From an optimization exercise on the open Yosys and OpenROAD flow, aimed at small area; shortcuts taken in it are not production practice.
Only simulation tests tie the RTL to the original design; equivalence was not proved.

before:
Design sgap_conv, start of the top module:
module sgap_conv(clk,reset,ops,filterWeight2,filterWeight3,filterOut2,filterOut3,operands,data,sum);
input clk,reset;
input [1:0] ops;
input [179:0] filterWeight2;
input [59:0] filterWeight3;
input [215:0] filterOut2;
input [71:0] filterOut3;
input [107:0] operands;
input [63:0] data;
output reg [29:0] sum;
reg [107:0] c2;
reg [71:0] p3;
reg v1;
reg [28:0] acc;
reg [28:0] r;
integer i;
wire [107:0] c2e;
genvar ge;
generate for (ge = 0; ge < 36; ge = ge + 1) begin : enc
  g_and2 e0 (filterOut2[ge*6], filterOut2[ge*6+3], c2e[ge*3]);
  g_xa e1 (filterOut2[ge*6+1], filterOut2[ge*6+3], filterOut2[ge*6], filterOut2[ge*6+4], c2e[ge*3+1]);
  g_and2 e2 (filterOut2[ge*6+1], filterOut2[ge*6+4], c2e[ge*3+2]);
end endgenerate
wire [71:0] p3e;
wire pp0_00;
g_and2 a0_00 (filterOut3[0], filterOut3[3], pp0_00);
wire pp0_01;
g_and2 a0_01 (filterOut3[0], filterOut3[4], pp0_01);
wire pp0_02;
g_and2 a0_02 (filterOut3[0], filterOut3[5], pp0_02);
wire pp0_10;
g_and2 a0_10 (filterOut3[1], filterOut3[3], pp0_10);
wire pp0_11;
g_and2 a0_11 (filterOut3[1], filterOut3[4], pp0_11);
wire pp0_12;
g_and2 a0_12 (filterOut3[1], filterOut3[5], pp0_12);
wire pp0_20;
g_and2 a0_20 (filterOut3[2], filterOut3[3], pp0_20);
wire pp0_21;
g_and2 a0_21 (filterOut3[2], filterOut3[4], pp0_21);
wire pp0_22;
g_and2 a0_22 (filterOut3[2], filterOut3[5], pp0_22);
wire m0_1;
wire m0_2;
ha_cell m0_ha1 (pp0_20, pp0_11, m0_1, m0_2);
wire m0_3;
wire m0_4;
ha_cell m0_ha2 (pp0_21, pp0_12, m0_3, m0_4);
wire m0_5;
wire m0_6;
ha_cell m0_ha3 (pp0_01, pp0_10, m0_5, m0_6);
wire m0_7;
wire m0_8;
fa_cell m0_fa4 (pp0_02, m0_1, m0_6, m0_7, m0_8);
wire m0_9;
wire m0_10;
fa_cell m0_fa5 (m0_3, m0_2, m0_8, m0_9, m0_10);
wire m0_11;
wire m0_12;
fa_cell m0_fa6 (pp0_22, m0_4, m0_10, m0_11, m0_12);
assign p3e[0+:6] = {m0_12,m0_11,m0_9,m0_7,m0_5,pp0_00};
wire pp1_00;
g_and2 a1_00 (filterOut3[6], filterOut3[9], pp1_00);
wire pp1_01;
g_and2 a1_01 (filterOut3[6], filterOut3[10], pp1_01);
wire pp1_02;
g_and2 a1_02 (filterOut3[6], filterOut3[11], pp1_02);
wire pp1_10;
g_and2 a1_10 (filterOut3[7], filterOut3[9], pp1_10);
wire pp1_11;
g_and2 a1_11 (filterOut3[7], filterOut3[10], pp1_11);
wire pp1_12;
g_and2 a1_12 (filterOut3[7], filterOut3[11], pp1_12);
wire pp1_20;
g_and2 a1_20 (filterOut3[8], filterOut3[9], pp1_20);
wire pp1_21;
g_and2 a1_21 (filterOut3[8], filterOut3[10], pp1_21);
wire pp1_22;
  ...
Size in the first run: roughly 4,400 cells after synthesis, about 240 flip-flops, ~730 I/O pins, roughly 42,000 sq um of cells after synthesis.
Settings: LEC_CHECK=0, ABC_AREA=1, CAP_MARGIN=20, CORE_MARGIN=2, CORE_UTILIZATION=40, CTS_BUF_LIST=sky130_fd_sc_hd__clkbuf_8, CTS_CLUSTER_DIAMETER=100, CTS_CLUSTER_SIZE=16, GPL_TIMING_DRIVEN=0, SLEW_MARGIN=20, SYNTH_HIERARCHICAL=1; clock period 35.0 ns.
standard.sh (not shown) runs the stock make flow with config.mk's settings and CLKGATE_MAP_FILE= SYNTH_SCRIPT=/design/flow/synth_recipe.tcl, a recipe that flattens the netlist after the stock synthesis.
==> flow/flow/run.sh <==
#!/bin/bash
set -euo pipefail
W=$(pwd)
sed 's#^  log_cmd abc {\*}$abc_args#  set abc_args [lreplace $abc_args 0 1 -script '"$W"'/flow/area.abc]\n  log_cmd abc {*}$abc_args#' \
  "$FLOW_HOME/scripts/synth.tcl" > "$W/own_synth_body.tcl"
grep -q "flow/area.abc" "$W/own_synth_body.tcl"
sed 's#source $::env(SCRIPTS_DIR)/synth.tcl#source '"$W"'/own_synth_body.tcl#' synth_recipe.tcl > "$W/own_synth.tcl"
grep -q own_synth_body "$W/own_synth.tcl"
sed 's#SYNTH_SCRIPT=[^ ]*synth_recipe.tcl#SYNTH_SCRIPT='"$W"'/own_synth.tcl '"'"'BUFFER_PORTS_ARGS=-buffer_cell sky130_fd_sc_hd__buf_1'"'"' '"'"'CTS_ARGS=-sink_clustering_enable -repair_clock_nets -sink_clustering_size 16 -sink_clustering_max_diameter 100 -buf_list sky130_fd_sc_hd__clkbuf_8 -dont_use_dummy_load'"'"'#' \
  standard.sh > "$W/own_standard.sh"
grep -q own_synth.tcl "$W/own_standard.sh"
bash "$W/own_standard.sh" finish > "$W/flow.log" 2>&1
==> flow/flow/area.abc <==
strash
dch -f
amap
strash
dch -f
amap
The following lists how after was set up differently from before:
--- a/flow/design.v
+++ b/flow/design.v
@@ -4109,21 +4109,18 @@
 wire t_1500;
 fa_cell t_fa750 (t_1445, t_1444, t_1498, t_1499, t_1500);
 wire t_1501;
 wire t_1502;
 fa_cell t_fa751 (t_1392, t_1446, t_1500, t_1501, t_1502);
 wire [28:0] tot = {t_1502,t_1501,t_1499,t_1497,t_1495,t_1493,t_1491,t_1489,t_1487,t_1485,t_1483,t_1481,t_1479,t_1477,t_1475,t_1473,t_1471,t_1469,t_1467,t_1465,t_1463,t_1461,t_1459,t_1457,t_1455,t_1453,t_1451,t_1449,t_1447};
-reg v2, v3;
+reg v2;
 always @(posedge clk or negedge reset)
-  if (!reset) begin
-    v2 <= 1'b0; v3 <= 1'b0;
-  end else begin
-    v2 <= v1; v3 <= v2;
-  end
+  if (!reset) v2 <= 1'b0;
+  else v2 <= v1;
 always @(posedge clk) begin
-  acc <= tot;
+  acc <= tot & {29{v1}};
   r <= acc;
 end
 reg [11:0] mx;
 reg [8:0] act;
 integer b, k;
 always @(*) begin
@@ -4406,13 +4403,13 @@
     avg[b] = (rem >= 5'd9);
     if (avg[b]) rem = rem - 5'd9;
   end
 end
 always @(*)
   case (ops)
-    2'b00: sum = v3 ? {1'b0, r} : 30'b0;
+    2'b00: sum = v2 ? {1'b0, r} : 30'b0;
     2'b01: sum = reset ? {18'b0, mx} : 30'b0;
     2'b10: sum = reset ? {18'b0, avg} : 30'b0;
     default: sum = data[29:0];
   endcase
 endmodule
 module fa_cell(input a, input b, input c, output s, output co);
- Cell count: after higher than before
- before has higher wire length than after.
- Compared with before, after shows a lower first-pass iteration count of the detailed router.
- Compared to before, after reaches a higher achievable clock.
- Between before and after, the difference in core utilization is negligible.
- after ended up with a lower overall track demand over capacity in global routing than before did.
- Worst clock skew sits higher in after than in before.
- For the total standard cell area after synthesis, after came in about 0.4% higher than before did.
- | buffer and inverter count on the worst path | higher: before |

* * *

the baseline:
Another version of the RTL of sgap_conv (not shown whole).
Size: roughly 4900 cells after synthesis, about 730 I/O pins, ~0.043 sq mm of cells after synthesis.
==> flow/config.mk <==
export PLATFORM = sky130hd
export DESIGN_NAME = sgap_conv
export DESIGN_NICKNAME = sgap_conv
export VERILOG_FILES = /design/flow/design.v
export SDC_FILE = /design/flow/constraint.sdc
export NUM_CORES = 4
export LEC_CHECK = 0
export ABC_AREA = 1
export CAP_MARGIN = 20
export CORE_MARGIN = 2
export CORE_UTILIZATION = 40
export SLEW_MARGIN = 20
export SYNTH_HIERARCHICAL = 1
==> flow/constraint.sdc <==
create_clock -name core_clock -period 35.0 [get_ports {clk}]
set_input_delay 7.0000 -clock core_clock [delete_from_list [all_inputs] [get_ports {clk}]]
set_output_delay 7.0000 -clock core_clock [all_outputs]
set_load 0.01 [all_outputs]
==> flow/flow/run.sh <==
#!/bin/bash
set -euo pipefail
W=$(pwd)
sed 's#^  log_cmd abc {\*}$abc_args#  set abc_args [lreplace $abc_args 0 1 -script '"$W"'/flow/area.abc]\n  log_cmd abc {*}$abc_args#' \
  "$FLOW_HOME/scripts/synth.tcl" > "$W/own_synth_body.tcl"
grep -q "flow/area.abc" "$W/own_synth_body.tcl"
sed 's#source $::env(SCRIPTS_DIR)/synth.tcl#source '"$W"'/own_synth_body.tcl#' synth_recipe.tcl > "$W/own_synth.tcl"
grep -q own_synth_body "$W/own_synth.tcl"
sed 's#SYNTH_SCRIPT=[^ ]*synth_recipe.tcl#SYNTH_SCRIPT='"$W"'/own_synth.tcl '"'"'BUFFER_PORTS_ARGS=-buffer_cell sky130_fd_sc_hd__buf_1'"'"'#' \
  standard.sh > "$W/own_standard.sh"
grep -q own_synth.tcl "$W/own_standard.sh"
bash "$W/own_standard.sh" finish > "$W/flow.log" 2>&1
==> flow/flow/area.abc <==
strash
dch -f
amap -F 1000
The inputs of the candidate differ from those of the baseline as listed below.
diff --git a/flow/design.v b/flow/design.v
--- a/flow/design.v
+++ b/flow/design.v
@@ -3936,19 +3936,62 @@
 wire pa_168;
 fa_cell pa_fa84 (pa_140, pa_141, pa_113, pa_167, pa_168);
 wire pa_169;
 wire pa_170;
 fa_cell pa_fa85 (pa_142, pa_143, pa_66, pa_169, pa_170);
 wire pa_171;
 wire pa_172;
 ha_cell pa_ha86 (pa_144, pa_118, pa_171, pa_172);
-wire [15:0] asum_a = {1'b0,pa_172,pa_171,pa_169,pa_167,pa_165,pa_163,pa_161,pa_159,pa_157,pa_155,pa_153,pa_151,pa_149,pa_147,operands[0]};
-wire [15:0] asum_b = {1'b0,1'b0,pa_170,pa_168,pa_166,pa_164,pa_162,pa_160,pa_158,pa_156,pa_154,pa_152,pa_150,pa_148,pa_146,pa_145};
-wire [15:0] asum = asum_a + asum_b;
+wire pa_173;
+wire pa_174;
+ha_cell pa_ha87 (operands[0], pa_145, pa_173, pa_174);
+wire pa_175;
+wire pa_176;
+fa_cell pa_fa88 (pa_147, pa_146, pa_174, pa_175, pa_176);
+wire pa_177;
+wire pa_178;
+fa_cell pa_fa89 (pa_149, pa_148, pa_176, pa_177, pa_178);
+wire pa_179;
+wire pa_180;
+fa_cell pa_fa90 (pa_151, pa_150, pa_178, pa_179, pa_180);
+wire pa_181;
+wire pa_182;
+fa_cell pa_fa91 (pa_153, pa_152, pa_180, pa_181, pa_182);
+wire pa_183;
+wire pa_184;
+fa_cell pa_fa92 (pa_155, pa_154, pa_182, pa_183, pa_184);
+wire pa_185;
+wire pa_186;
+fa_cell pa_fa93 (pa_157, pa_156, pa_184, pa_185, pa_186);
+wire pa_187;
+wire pa_188;
+fa_cell pa_fa94 (pa_159, pa_158, pa_186, pa_187, pa_188);
+wire pa_189;
+wire pa_190;
+fa_cell pa_fa95 (pa_161, pa_160, pa_188, pa_189, pa_190);
+wire pa_191;
+wire pa_192;
+fa_cell pa_fa96 (pa_163, pa_162, pa_190, pa_191, pa_192);
+wire pa_193;
+wire pa_194;
+fa_cell pa_fa97 (pa_165, pa_164, pa_192, pa_193, pa_194);
+wire pa_195;
+wire pa_196;
+fa_cell pa_fa98 (pa_167, pa_166, pa_194, pa_195, pa_196);
+wire pa_197;
+wire pa_198;
+fa_cell pa_fa99 (pa_169, pa_168, pa_196, pa_197, pa_198);
+wire pa_199;
+wire pa_200;
+fa_cell pa_fa100 (pa_171, pa_170, pa_198, pa_199, pa_200);
+wire pa_201;
+wire pa_202;
+ha_cell pa_ha101 (pa_172, pa_200, pa_201, pa_202);
+wire [15:0] asum = {pa_202,pa_201,pa_199,pa_197,pa_195,pa_193,pa_191,pa_189,pa_187,pa_185,pa_183,pa_181,pa_179,pa_177,pa_175,pa_173};
 reg [11:0] avg;
 reg [4:0] rem;
 always @(*) begin
   rem = {1'b0, asum[15:12]};
   for (b = 11; b >= 0; b = b - 1) begin
     rem = {rem[3:0], asum[b]};
     avg[b] = (rem >= 5'd9);
     if (avg[b]) rem = rem - 5'd9;
## What came out
The baseline and the candidate ended up with nearly the same cell area.
In the metrics for the baseline and the candidate, the one carrying the lower clock buffer count in the final layout is the candidate.
Lower via count of the first global-routing pass among the baseline and the candidate: the candidate
In the candidate the global-route usage turned out 0.43 points lower than in the baseline.
Relative to the baseline, the overall routed net length measured on the candidate has decreased slightly.
Of the candidate and the baseline, it is the candidate that has the higher count of buffer and inverter cells on the critical path.

port drivers added, routing unchanged:
How much do the figures lean on ideal ports? The routed layouts below were timed once more, with nothing changed but the port constraints. Step 1: set_driving_cell puts a clkbuf_16 on clk and a buf_2 on each other input, an assumption about the parent block. Step 2 also shifts input and output timing later by t, the mid clock arrival at the registers, as if the neighbouring blocks saw the same clock. Slacks: ideal ports / drivers / drivers and shift; pairs: ideal ports / drivers.
| run | shift t [ns] | setup WS [ns] | worst setup path after step 2 | pins driven straight from the clock port |
|---|---|---|---|---|
| before | 0.733 | 2.034 / 1.999 / 1.999 | input to output | 1 |
| after | 0.722 | 2.525 / 2.434 / 2.434 | input to output | 1 |
| the baseline | 0.657 | 1.962 / 1.939 / 1.939 | input to output | 1 |
| the candidate | 0.702 | 1.028 / 1.005 / 1.005 | input to output | 1 |
After both steps every run listed still meets setup and hold. The setup slack of after, which loses most, moves by -0.091 ns with the drivers and by -0.091 ns with both steps.
